From an optimization exercise on the open Yosys and OpenROAD flow, aimed at small area and a short achievable clock period; shortcuts taken in it are not production practice.
RTL that was checked went through simulation tests only; none was proved equivalent to the original.

==> flow/design.v <==
`timescale 1ns / 10ps
module a_filter_approx(
    input [31:0] x_in,
    input clk,
    input [5:0] reset,
    output [31:0] y_out);
    reg [31:0] y1, y2, y3, y4, y5, y6;
    reg [31:0] j2;
    reg [31:0] i3n, i4n, i5n, i6n;
    function [41:0] add42;
        input [41:0] a, b;
        reg [41:0] g, p, x;
        integer i, l;
        begin
            x = a ^ b;
            g = a & b;
            p = x;
            for (l = 0; l < 6; l = l + 1)
                for (i = 41; i >= 0; i = i - 1)
                    if (((i >> l) & 1) && (i >= (1 << l))) begin
                        g[i] = g[i] | (p[i] & g[((i >> l) << l) - 1]);
                        p[i] = p[i] & p[((i >> l) << l) - 1];
                    end
            add42 = x ^ {g[40:0], 1'b0};
        end
    endfunction
    function [83:0] csa42;
        input [41:0] a, b, c;
        begin
            csa42 = {{(a[40:0] & b[40:0]) | (a[40:0] & c[40:0]) | (b[40:0] & c[40:0]), 1'b0},
                     a ^ b ^ c};
        end
    endfunction
    function [31:0] add32;
        input [31:0] a, b;
        reg [31:0] g, p, x;
        integer i, l;
        begin
            x = a ^ b;
            g = a & b;
            p = x;
            for (l = 0; l < 5; l = l + 1)
                for (i = 31; i >= 0; i = i - 1)
                    if (((i >> l) & 1) && (i >= (1 << l))) begin
                        g[i] = g[i] | (p[i] & g[((i >> l) << l) - 1]);
                        p[i] = p[i] & p[((i >> l) << l) - 1];
                    end
            add32 = x ^ {g[30:0], 1'b0};
        end
    endfunction
    function [63:0] csa32;
        input [31:0] a, b, c;
        input ci;
        begin
            csa32 = {{(a[30:0] & b[30:0]) | (a[30:0] & c[30:0]) | (b[30:0] & c[30:0]), ci},
                     a ^ b ^ c};
        end
    endfunction
    wire [83:0] c1a = csa42({y1, 10'b1111111110},
                            {6'b111111, ~y1[31], {3{y1[31]}}, y1[30:0], 1'b0},
                            {6'b0, y1[31], ~y1[30:0], 4'b1111});
    wire [83:0] c1b = csa42(c1a[41:0], c1a[83:42], {x_in, 10'b0});
    wire [41:0] n1 = c1b[41:0] + c1b[83:42];
    wire [63:0] c2a = csa32(y1, j2, y2, 1'b0);
    wire [63:0] c2b = csa32(c2a[31:0], c2a[63:32], {4'hf, y2[31], ~y2[30:5], 1'b1}, y2[4:0] <= 5'd21);
    wire [63:0] c2c = csa32(c2b[31:0], c2b[63:32], {4'h0, y2[31], ~y2[31], ~y2[30:5]}, y2[4:0] <= 5'd10);
    wire [31:0] n2 = c2c[31:0] + c2c[63:32];
    wire [41:0] nj = add42({5'd0, 2'b11, ~y1[31], y1[30:0], 3'd0},
                          {5'd0, 2'b00, ~y1[31], {3{y1[31]}}, y1[30:0]});
    function [31:0] sec34;
        input [31:0] u, in, o;
        reg [63:0] r0, r1, r2;
        begin
            r0 = csa32(u, in, o, 1'b1);
            r1 = csa32(r0[31:0], r0[63:32], {9'h1ff, o[31], ~o[30:10], 1'b1}, o[9:0] <= 10'd681);
            r2 = csa32(r1[31:0], r1[63:32], {9'h000, o[31], ~o[31], ~o[30:10]}, o[9:0] <= 10'd340);
            sec34 = add32(r2[31:0], r2[63:32]);
        end
    endfunction
    wire [31:0] n3 = sec34(y2, i3n, y3);
    wire [31:0] n4 = sec34(y3, i4n, y4);
    function [41:0] sec56;
        input [31:0] u, in, o;
        reg [83:0] r0, r1;
        begin
            r0 = csa42({6'd0, u, 4'b1111}, {6'd0, in, 4'b1111},
                       {6'd0, 3'b111, ~o[31], o[30:0], 1'b1});
            r1 = csa42(r0[41:0], r0[83:42], {6'd0, 3'b000, ~o[31], o[31], o[30:0]});
            sec56 = add42(r1[41:0], r1[83:42]);
        end
    endfunction
    wire [41:0] n5 = sec56(y4, i5n, y5);
    wire [41:0] n6 = sec56(y5, i6n, y6);
    always @(posedge clk) begin
        y1 <= reset[0] ? 32'd0 : n1[41:10];
        y2 <= reset[1] ? 32'd0 : n2;
        j2 <= reset[1] ? 32'd0 : nj[36:5];
        y3 <= reset[2] ? 32'd0 : n3;
        i3n <= ~(reset[2] ? 32'd0 : y2);
        y4 <= reset[3] ? 32'd0 : n4;
        i4n <= ~(reset[3] ? 32'd0 : y3);
        y5 <= reset[4] ? 32'd0 : n5[35:4];
        i5n <= ~(reset[4] ? 32'd0 : y4);
        y6 <= reset[5] ? 32'd0 : n6[35:4];
        i6n <= ~(reset[5] ? 32'd0 : y5);
    end
    assign y_out = y6;
endmodule
Settings: LEC_CHECK=0, ABC_AREA=1, CAP_MARGIN=20, CORE_MARGIN=2, CORE_UTILIZATION=40, CTS_CLUSTER_DIAMETER=100, CTS_CLUSTER_SIZE=22, SETUP_SLACK_MARGIN=5, SLEW_MARGIN=20, BUFFER_PORTS_ARGS=-buffer_cell sky130_fd_sc_hd__buf_2; clock period 10.0 ns.
standard.sh (not shown) runs the stock make flow with config.mk's settings and CLKGATE_MAP_FILE= SYNTH_SCRIPT=/design/flow/synth_recipe.tcl, a recipe that flattens the netlist after the stock synthesis.
==> flow/flow/run.sh <==
#!/bin/bash
set -e
echo 'export BUFFER_PORTS_ARGS = -buffer_cell sky130_fd_sc_hd__buf_2' >> config.mk
sed 's/SETUP_SLACK_MARGIN=5 /SETUP_SLACK_MARGIN=6.3 /' standard.sh > standard_m.sh
grep -q 'SETUP_SLACK_MARGIN=6.3 ' standard_m.sh
bash standard_m.sh > standard.log 2>&1
Edit:
==> flow/design.v (replaced) <==
`timescale 1ns / 10ps
module a_filter_approx(
    input [31:0] x_in,
    input clk,
    input [5:0] reset,
    output [31:0] y_out);
    reg [31:0] y1, y2, y3, y4, y5, y6;
    reg [31:0] j2;
    reg [31:0] i3n, i4n, i5n, i6n;
    function [41:0] add42;
        input [41:0] a, b;
        reg [41:0] g, p, x;
        integer i, l;
        begin
            x = a ^ b;
            g = a & b;
            p = x;
            for (l = 0; l < 6; l = l + 1)
                for (i = 41; i >= 0; i = i - 1)
                    if (((i >> l) & 1) && (i >= (1 << l))) begin
                        g[i] = g[i] | (p[i] & g[((i >> l) << l) - 1]);
                        p[i] = p[i] & p[((i >> l) << l) - 1];
                    end
            add42 = x ^ {g[40:0], 1'b0};
        end
    endfunction
    function [83:0] csa42;
        input [41:0] a, b, c;
        begin
            csa42 = {{(a[40:0] & b[40:0]) | (a[40:0] & c[40:0]) | (b[40:0] & c[40:0]), 1'b0},
                     a ^ b ^ c};
        end
    endfunction
    wire [83:0] c1a = csa42({y1, 10'b1111111110},
                            {6'b111111, ~y1[31], {3{y1[31]}}, y1[30:0], 1'b0},
                            {6'b0, y1[31], ~y1[30:0], 4'b1111});
    wire [83:0] c1b = csa42(c1a[41:0], c1a[83:42], {x_in, 10'b0});
    wire [41:0] n1 = c1b[41:0] + c1b[83:42];
    wire [83:0] c2a = csa42({5'd0, y1, 5'b11111}, {5'd0, j2, 5'b00010}, {5'd0, y2, 5'd0});
    wire [83:0] c2b = csa42(c2a[41:0], c2a[83:42], {5'd0, 4'b1111, y2[31], ~y2[30:0], 1'b1});
    wire [83:0] c2c = csa42(c2b[41:0], c2b[83:42], {5'd0, 4'b0000, y2[31], ~y2[31], ~y2[30:0]});
    wire [41:0] n2 = c2c[41:0] + c2c[83:42];
    wire [41:0] nj = add42({5'd0, 2'b11, ~y1[31], y1[30:0], 3'd0},
                          {5'd0, 2'b00, ~y1[31], {3{y1[31]}}, y1[30:0]});
    function [41:0] sec34;
        input [31:0] u, in, o;
        reg [83:0] r0, r1, r2;
        begin
            r0 = csa42({u, 10'h3ff}, {in, 10'h3ff}, {o, 10'h001});
            r1 = csa42(r0[41:0], r0[83:42], {9'h1ff, o[31], ~o[30:0], 1'b1});
            r2 = csa42(r1[41:0], r1[83:42], {9'h000, o[31], ~o[31], ~o[30:0]});
            sec34 = add42(r2[41:0], r2[83:42]);
        end
    endfunction
    wire [41:0] n3 = sec34(y2, i3n, y3);
    wire [41:0] n4 = sec34(y3, i4n, y4);
    function [41:0] sec56;
        input [31:0] u, in, o;
        reg [83:0] r0, r1;
        begin
            r0 = csa42({6'd0, u, 4'b1111}, {6'd0, in, 4'b1111},
                       {6'd0, 3'b111, ~o[31], o[30:0], 1'b1});
            r1 = csa42(r0[41:0], r0[83:42], {6'd0, 3'b000, ~o[31], o[31], o[30:0]});
            sec56 = add42(r1[41:0], r1[83:42]);
        end
    endfunction
    wire [41:0] n5 = sec56(y4, i5n, y5);
    wire [41:0] n6 = sec56(y5, i6n, y6);
    always @(posedge clk) begin
        y1 <= reset[0] ? 32'd0 : n1[41:10];
        y2 <= reset[1] ? 32'd0 : n2[36:5];
        j2 <= reset[1] ? 32'd0 : nj[36:5];
        y3 <= reset[2] ? 32'd0 : n3[41:10];
        i3n <= ~(reset[2] ? 32'd0 : y2);
        y4 <= reset[3] ? 32'd0 : n4[41:10];
        i4n <= ~(reset[3] ? 32'd0 : y3);
        y5 <= reset[4] ? 32'd0 : n5[35:4];
        i5n <= ~(reset[4] ? 32'd0 : y4);
        y6 <= reset[5] ? 32'd0 : n6[35:4];
        i6n <= ~(reset[5] ? 32'd0 : y5);
    end
    assign y_out = y6;
endmodule
The changed run completed without violations.
Final area goes up by a few percent.
Worst setup slack gets better by 49 ps.
Clock skew goes up by 4.2 ps.
Via count goes up by a few percent.
Fmax goes up slightly.
Wire length goes up by a few percent.
Hold slack gets better by 8.0 ps.

* * *

== main ==
a_filter_approx, a different RTL version from the one above (not shown whole).
For scale: about 3100 cells after synthesis, roughly 71 I/O pins, roughly 31000 um2 of cells after synthesis.
==> flow/design.v (excerpt) <==
module a_filter_approx(
    input [31:0] x_in,
    input clk,
    input [5:0] reset,
    output [31:0] y_out);
    reg [31:0] y1, y2, y3, y4, y5, y6;
    reg [31:0] j2;
    reg [31:0] i3n, i4n, i5n, i6n;
    function [41:0] add42;
        input [41:0] a, b;
        reg [41:0] g, p, x;
        integer i, l;
        begin
            x = a ^ b;
            g = a & b;
            p = x;
            for (l = 0; l < 6; l = l + 1)
                for (i = 41; i >= 0; i = i - 1)
                    if (((i >> l) & 1) && (i >= (1 << l))) begin
                        g[i] = g[i] | (p[i] & g[((i >> l) << l) - 1]);
                        p[i] = p[i] & p[((i >> l) << l) - 1];
                    end
            add42 = x ^ {g[40:0], 1'b0};
        end
    endfunction
    function [83:0] csa42;
        input [41:0] a, b, c;
        begin
            csa42 = {{(a[40:0] & b[40:0]) | (a[40:0] & c[40:0]) | (b[40:0] & c[40:0]), 1'b0},
  ...
==> module a_filter_approx, before the edit <==
module a_filter_approx(
    input [31:0] x_in,
    input clk,
    input [5:0] reset,
    output [31:0] y_out);
    reg [31:0] y1, y2, y3, y4, y5, y6;
    reg [31:0] j2;
    reg [31:0] i3n, i4n, i5n, i6n;
    function [41:0] add42;
        input [41:0] a, b;
        reg [41:0] g, p, x;
        integer i, l;
        begin
            x = a ^ b;
            g = a & b;
            p = x;
            for (l = 0; l < 6; l = l + 1)
                for (i = 41; i >= 0; i = i - 1)
                    if (((i >> l) & 1) && (i >= (1 << l))) begin
                        g[i] = g[i] | (p[i] & g[((i >> l) << l) - 1]);
                        p[i] = p[i] & p[((i >> l) << l) - 1];
                    end
            add42 = x ^ {g[40:0], 1'b0};
        end
    endfunction
    function [83:0] csa42;
        input [41:0] a, b, c;
        begin
            csa42 = {{(a[40:0] & b[40:0]) | (a[40:0] & c[40:0]) | (b[40:0] & c[40:0]), 1'b0},
                     a ^ b ^ c};
        end
    endfunction
    wire [83:0] c1a = csa42({y1, 10'b1111111110}, {{9{y1[31]}}, y1, 1'b0},
                            ~{{6{y1[31]}}, y1, 4'b0});
    wire [83:0] c1b = csa42(c1a[41:0], c1a[83:42], {x_in, 10'b0});
    wire [41:0] n1 = add42(c1b[41:0], c1b[83:42]);
    wire [83:0] c2a = csa42({5'd0, y1, 5'b11111}, {5'd0, j2, 5'b00010}, {5'd0, y2, 5'd0});
    wire [83:0] c2b = csa42(c2a[41:0], c2a[83:42], {5'd0, ~{{4{y2[31]}}, y2, 1'b0}});
    wire [83:0] c2c = csa42(c2b[41:0], c2b[83:42], {5'd0, ~{{5{y2[31]}}, y2}});
    wire [41:0] n2 = add42(c2c[41:0], c2c[83:42]);
    wire [41:0] nj = add42({5'd0, {2{y1[31]}}, y1, 3'd0}, {5'd0, {5{y1[31]}}, y1});
    function [41:0] sec34;
        input [31:0] u, in, o;
        reg [83:0] r0, r1, r2;
        begin
            r0 = csa42({u, 10'h3ff}, {in, 10'h3ff}, {o, 10'h001});
            r1 = csa42(r0[41:0], r0[83:42], ~{{9{o[31]}}, o, 1'b0});
            r2 = csa42(r1[41:0], r1[83:42], ~{{10{o[31]}}, o});
            sec34 = add42(r2[41:0], r2[83:42]);
        end
    endfunction
    wire [41:0] n3 = sec34(y2, i3n, y3);
    wire [41:0] n4 = sec34(y3, i4n, y4);
    function [41:0] sec56;
        input [31:0] u, in, o;
        reg [83:0] r0, r1;
        begin
            r0 = csa42({6'd0, u, 4'b1111}, {6'd0, in, 4'b1111},
                       {6'd0, {3{o[31]}}, o, 1'b1});
            r1 = csa42(r0[41:0], r0[83:42], {6'd0, {4{o[31]}}, o});
            sec56 = add42(r1[41:0], r1[83:42]);
        end
    endfunction
    wire [41:0] n5 = sec56(y4, i5n, y5);
    wire [41:0] n6 = sec56(y5, i6n, y6);
    always @(posedge clk) begin
        y1 <= reset[0] ? 32'd0 : n1[41:10];
        y2 <= reset[1] ? 32'd0 : n2[36:5];
        j2 <= reset[1] ? 32'd0 : nj[36:5];
        y3 <= reset[2] ? 32'd0 : n3[41:10];
        i3n <= ~(reset[2] ? 32'd0 : y2);
        y4 <= reset[3] ? 32'd0 : n4[41:10];
        i4n <= ~(reset[3] ? 32'd0 : y3);
        y5 <= reset[4] ? 32'd0 : n5[35:4];
        i5n <= ~(reset[4] ? 32'd0 : y4);
        y6 <= reset[5] ? 32'd0 : n6[35:4];
        i6n <= ~(reset[5] ? 32'd0 : y5);
    end
    assign y_out = y6;
endmodule
clock: 10.0 ns
lec_check: 0
cap_margin: 20
core_margin: 2
core_utilization: 40
slew_margin: 20
run.sh (not shown) runs the stock make flow with config.mk's settings and CLKGATE_MAP_FILE= SYNTH_SCRIPT=/design/flow/synth_recipe.tcl, a recipe that flattens the netlist after the stock synthesis.
Stock flow here: none of the scripts above is used.
main | status: complete | timing, DRC, antenna: pass
For the feature branch, these inputs were changed with respect to main:
==> flow/design.v, changed modules only <==
module a_filter_approx(
    input [31:0] x_in,
    input clk,
    input [5:0] reset,
    output [31:0] y_out);
    reg [31:0] y1, y2, y3, y4, y5, y6;
    reg [31:0] j2;
    reg [31:0] i3n, i4n, i5n, i6n;
    function [41:0] add42;
        input [41:0] a, b;
        reg [41:0] g, p, x;
        integer i, l;
        begin
            x = a ^ b;
            g = a & b;
            p = x;
            for (l = 0; l < 6; l = l + 1)
                for (i = 41; i >= 0; i = i - 1)
                    if (((i >> l) & 1) && (i >= (1 << l))) begin
                        g[i] = g[i] | (p[i] & g[((i >> l) << l) - 1]);
                        p[i] = p[i] & p[((i >> l) << l) - 1];
                    end
            add42 = x ^ {g[40:0], 1'b0};
        end
    endfunction
    function [83:0] csa42;
        input [41:0] a, b, c;
        begin
            csa42 = {{(a[40:0] & b[40:0]) | (a[40:0] & c[40:0]) | (b[40:0] & c[40:0]), 1'b0},
                     a ^ b ^ c};
        end
    endfunction
    wire [83:0] c1a = csa42({y1, 10'b1111111110}, {{9{y1[31]}}, y1, 1'b0},
                            ~{{6{y1[31]}}, y1, 4'b0});
    wire [83:0] c1b = csa42(c1a[41:0], c1a[83:42], {x_in, 10'b0});
    wire [41:0] n1 = add42(c1b[41:0], c1b[83:42]);
    wire [83:0] c2a = csa42({5'd0, y1, 5'b00001}, {5'd0, j2, 5'd0}, {5'd0, y2, 5'd0});
    wire [83:0] c2b = csa42({5'd0, ~{{4{y2[31]}}, y2, 1'b0}}, {5'd0, ~{{5{y2[31]}}, y2}},
                            42'd32);
    wire [83:0] c2c = csa42(c2a[41:0], c2a[83:42], c2b[41:0]);
    wire [83:0] c2d = csa42(c2c[41:0], c2c[83:42], c2b[83:42]);
    wire [41:0] n2 = add42(c2d[41:0], c2d[83:42]);
    wire [41:0] nj = add42({5'd0, {2{y1[31]}}, y1, 3'd0}, {5'd0, {5{y1[31]}}, y1});
    function [41:0] sec34;
        input [31:0] u, in, o;
        reg [83:0] r0, r1, r2, r3;
        begin
            r0 = csa42({u, 10'b0}, {in, 10'b1111111111}, {o, 10'b0});
            r1 = csa42(~{{9{o[31]}}, o, 1'b0}, ~{{10{o[31]}}, o}, 42'd1024);
            r2 = csa42(r0[41:0], r0[83:42], r1[41:0]);
            r3 = csa42(r2[41:0], r2[83:42], r1[83:42]);
            sec34 = add42(r3[41:0], r3[83:42]);
        end
    endfunction
    wire [41:0] n3 = sec34(y2, i3n, y3);
    wire [41:0] n4 = sec34(y3, i4n, y4);
    function [41:0] sec56;
        input [31:0] u, in, o;
        reg [83:0] r0, r1;
        begin
            r0 = csa42({6'd0, u, 4'b1111}, {6'd0, in, 4'b1111},
                       {6'd0, {3{o[31]}}, o, 1'b1});
            r1 = csa42(r0[41:0], r0[83:42], {6'd0, {4{o[31]}}, o});
            sec56 = add42(r1[41:0], r1[83:42]);
        end
    endfunction
    wire [41:0] n5 = sec56(y4, i5n, y5);
    wire [41:0] n6 = sec56(y5, i6n, y6);
    always @(posedge clk) begin
        y1 <= reset[0] ? 32'd0 : n1[41:10];
        y2 <= reset[1] ? 32'd0 : n2[36:5];
        j2 <= reset[1] ? 32'd0 : nj[36:5];
        y3 <= reset[2] ? 32'd0 : n3[41:10];
        i3n <= ~(reset[2] ? 32'd0 : y2);
        y4 <= reset[3] ? 32'd0 : n4[41:10];
        i4n <= ~(reset[3] ? 32'd0 : y3);
        y5 <= reset[4] ? 32'd0 : n5[35:4];
        i5n <= ~(reset[4] ? 32'd0 : y4);
        y6 <= reset[5] ? 32'd0 : n6[35:4];
        i6n <= ~(reset[5] ? 32'd0 : y5);
    end
    assign y_out = y6;
endmodule
--- outcome ---
The feature branch: initial core utilization 0.15 points below main. The feature branch against main: final worst slack rose by 260 ps; critical path data required time rose by 80 ps; remaining routing DRC violations stayed essentially flat; die area rose by 3.1%. The feature branch vs main — total wire length after detailed routing dropped about 3.4%. The feature branch ends up with a arrival time reported for the critical path endpoint that is 170 ps lower than in main. The portion of netlist area occupied by mux cells was comparable across the feature branch and main. main → the feature branch: fraction of met3 tracks used by global routing has remained practically unchanged. main → the feature branch: count of clock-buffer cells in the layout down about 11%; share of the core filled with cells was more or less identical; final period demand of the worst path went down.
Function not checked in the feature branch: the RTL went through the layout flow alone.

-- port drivers added, routing unchanged --
How much do the figures lean on ideal ports? The routed layouts below were timed once more, with nothing changed but the port constraints. Step 1: set_driving_cell puts a clkbuf_16 on clk and a buf_2 on each other input, an assumption about the parent block. Step 2 adds t to the input delays and takes it off the output delays; t is the mean of the earliest and latest rising clock arrival at the registers after step 1. Input paths then give back, and output paths get back, about the clock's delay inside the block. a / b / c = ideal / step 1 / step 2; a / b = the first two.
| run | t, ns | setup WS [ns] | clock arrival spread, ns |
|---|---|---|---|
| the first run of note 1 | 0.646 | 6.375 / 6.416 / 5.770 | 0.032 / 0.032 |
| the second run of note 1 | 0.661 | 6.423 / 6.423 / 5.818 | 0.037 / 0.037 |
| main | 0.625 | 4.668 / 4.707 / 4.083 | 0.025 / 0.025 |
| the feature branch | 0.645 | 4.923 / 4.967 / 4.322 | 0.037 / 0.037 |
After both steps every run listed still meets setup and hold.
